This is an optimization exercise on Yosys and OpenROAD, whose aim is small area, not a production implementation. At most, simulation tests tie the RTL to the original design; equivalence was not proved.

==> run a <==
## synthesizer
module synthesizer(clk, rst, sw, freq, sig, seg);
    input clk;           
    input rst;           
    input [4:0] sw;      
    input [11:0] freq;   
    output [15:0] sig;   
    output [6:0] seg;    
    wire sq;
    wire [12:0] saw_q;
    wire saw_x, saw_valid;
    wire [15:0] sig_sine;
    display disp_ (.freq(freq), .segOut(seg));
    osc_square squosc_ (.freq(freq), .clk(clk), .rst(rst), .sq(sq));
    osc_tri_saw trisawsc_ (.freq(freq), .clk(clk), .rst(rst),
                           .q(saw_q), .X(saw_x), .valid(saw_valid));
    osc_sine sinesc_ (.freq(freq), .clk(clk), .rst(rst), .sin(sig_sine));
    sig_adder sigadd_ (.clk(clk), .rst(rst), .sw(sw), .sq(sq), .q(saw_q),
                       .X(saw_x), .saw_valid(saw_valid), .sig_sine(sig_sine), .sig(sig));
endmodule
==> module osc_square, before the edit <==
module osc_square(freq, clk, rst, sq);
    input [11:0] freq;
    input clk;
    input rst;
    output reg sq;           
    reg [11:0] cycleCount;
    wire [4:0] key;
    wire [12:0] period;
    note_key nk (.freq(freq), .key(key));
    period_table pt (.key(key), .period(period));
    wire [11:0] half = period[12:1];
    wire reached;            
    ge_rc #(12) cmp (.a(cycleCount), .b(half), .ge(reached));
    wire [11:0] cnt1;
    inc_rc #(12) inc (.a(cycleCount), .ci(1'b1), .s(cnt1), .co());
    always @(posedge clk) begin
        if (rst) begin
            sq <= 1'b1;
            cycleCount <= 0;
        end else if (reached) begin
            sq <= ~sq;
            cycleCount <= 0;
        end else begin
            cycleCount <= cnt1;
        end
    end
endmodule
clock: 500.0 ns
lec_check: 0
cap_margin: 5
core_margin: 2
core_utilization: 60
cts_buf_list: sky130_fd_sc_hd__clkbuf_16
cts_cluster_diameter: 100
cts_cluster_size: 28
gpl_timing_driven: 0
place_density: 0.75
slew_margin: 5
standard.sh (not shown) runs the stock make flow with config.mk's settings and CLKGATE_MAP_FILE= SYNTH_SCRIPT=/design/flow/synth_recipe.tcl, a recipe that flattens the netlist after the stock synthesis.
==> flow/flow/run.sh <==
#!/bin/bash
# Standard synthesis, then inverters pushed across full adders (flow/fapol.py:
# a full adder with all inputs and outputs inverted is the same adder), then
# the standard layout from the modified netlist.
set -euo pipefail
R=orfs/results/sky130hd/synthesizer/base
bash standard.sh synth > synth.log 2>&1
cp $R/1_2_yosys.v yosys_netlist_orig.v
python3 flow/fapol.py yosys_netlist_orig.v $R/1_2_yosys.v > fapol.log 2>&1
rm -f $R/1_synth.odb $R/1_synth.sdc
touch $R/1_2_yosys.v
bash standard.sh "BUFFER_PORTS_ARGS=-buffer_cell sky130_fd_sc_hd__buf_1" finish > layout.log 2>&1
Other scripts of this flow, unchanged in this note and not shown: flow/flow/fapol.py
==> run b (differences from run a) <==
--- a/flow/design.v
+++ b/flow/design.v
@@ -179,8 +179,7 @@
     reg [11:0] cycleCount;
     wire [4:0] key;
-    wire [12:0] period;
+    wire [11:0] half;
     note_key nk (.freq(freq), .key(key));
-    period_table pt (.key(key), .period(period));
-    wire [11:0] half = period[12:1];
+    half_table ht (.key(key), .half(half));
     wire reached;            
     ge_rc #(12) cmp (.a(cycleCount), .b(half), .ge(reached));
--- a/flow/flow/run.sh
+++ b/flow/flow/run.sh
@@ -10,3 +10,3 @@
 rm -f $R/1_synth.odb $R/1_synth.sdc
 touch $R/1_2_yosys.v
-bash standard.sh "BUFFER_PORTS_ARGS=-buffer_cell sky130_fd_sc_hd__buf_1" finish > layout.log 2>&1
+bash standard.sh finish > layout.log 2>&1
Settings changed: GPL_TIMING_DRIVEN 0 to not set.
==> run c (differences from run a) <==
Settings changed: GPL_TIMING_DRIVEN 0 to not set.
==> summary of the runs <==
- Cell area: run c < run b < run a.
- The lowest first-iteration DRC count belongs to run b, the highest to run c.
- Routed wire length, highest first: run a, run c, run b.
- Of run c and run b, run c has the higher die area (gap 0.48%, measured against run b).
- Global-route usage, highest first: run a, run c, run b.
- Setup slack, highest first: run c, run b, run a.
- Between run b and run a, the lower synthesized area is in run b (gap 0.48%, measured against run a).
==> figures <==
item	run b	run c	run a
Status	no timing/DRC/antenna violations	no timing/DRC/antenna violations	no timing/DRC/antenna violations
Maximum fanout count along the critical path	35	31	10
Largest net degree at the start of global routing	67	66	29
Total routing usage reported by global routing	0.289	0.292	0.337
Y dimension of the die	196 um	196 um	196 um
Worst setup slack for register-to-register paths	423.70 ns	422.39 ns	420.52 ns
Half-perimeter wire length after detailed placement	42.1 mm	42.2 mm	50.1 mm
Fmax achieved	0.00494 GHz	0.00496 GHz	0.00493 GHz
Biggest cell delay along the critical path	0.60 ns	0.35 ns	0.52 ns
Grt met2 use	0.509	0.514	0.564
Repair and plain buffers	74	71	148
Met3 Usage GRT	0.0258	0.0282	0.0435
Most frequent cell on the critical path	sky130_fd_sc_hd__clkdlybuf4s50_1	sky130_fd_sc_hd__buf_1	sky130_fd_sc_hd__buf_1
Core utilization of the finished layout	0.637	0.632	0.637
Worst Clk Skew	0.0183 ns	0.0603 ns	0.0161 ns
Total area of multi-input combinational cells	16500 um^2	16500 um^2	16500 um^2
Die area	38300 um^2	38500 um^2	38500 um^2
Number of global-route vias before repair	16446	16757	17448
HP Start	sigadd_.sig_noise[8]	sigadd_.sig_noise[8]	squosc_.cycleCount[0]
Multi-input gate share of total cell area	0.710	0.716	0.710
Only the layout flow was run in run a and run c; the RTL was not checked for function there.

## static timing again, ports no longer ideal
How much do the figures lean on ideal ports? The routed layouts below were timed once more, with nothing changed but the port constraints. Step 1, drivers: a clkbuf_16 drives clk and a buf_2 each remaining input, both assumed. Step 2, shift: input delay + t, output delay - t, t = (earliest + latest rising clock arrival at the registers) / 2. This alone moves slack from input paths to output paths. Three values: no drivers, after step 1, after step 2; two values: the first two.
| run | shift t [ns] | setup WS [ns] | worst hold slack (ns) | latest minus earliest clock arrival (ns) |
|---|---|---|---|---|
| run a | 0.544 | 297.051 / 297.029 / 297.029 | 0.519 / 0.519 / 0.519 | 0.017 / 0.017 |
| run b | 0.536 | 297.588 / 297.564 / 297.564 | 0.515 / 0.515 / 0.515 | 0.018 / 0.018 |
| run c | 0.552 | 298.514 / 298.491 / 298.491 | 0.497 / 0.497 / 0.497 | 0.068 / 0.068 |
After both steps every run listed still meets setup and hold. For run b, which loses most, drivers alone change the setup slack by -0.024 ns; drivers and shift together by -0.024 ns.
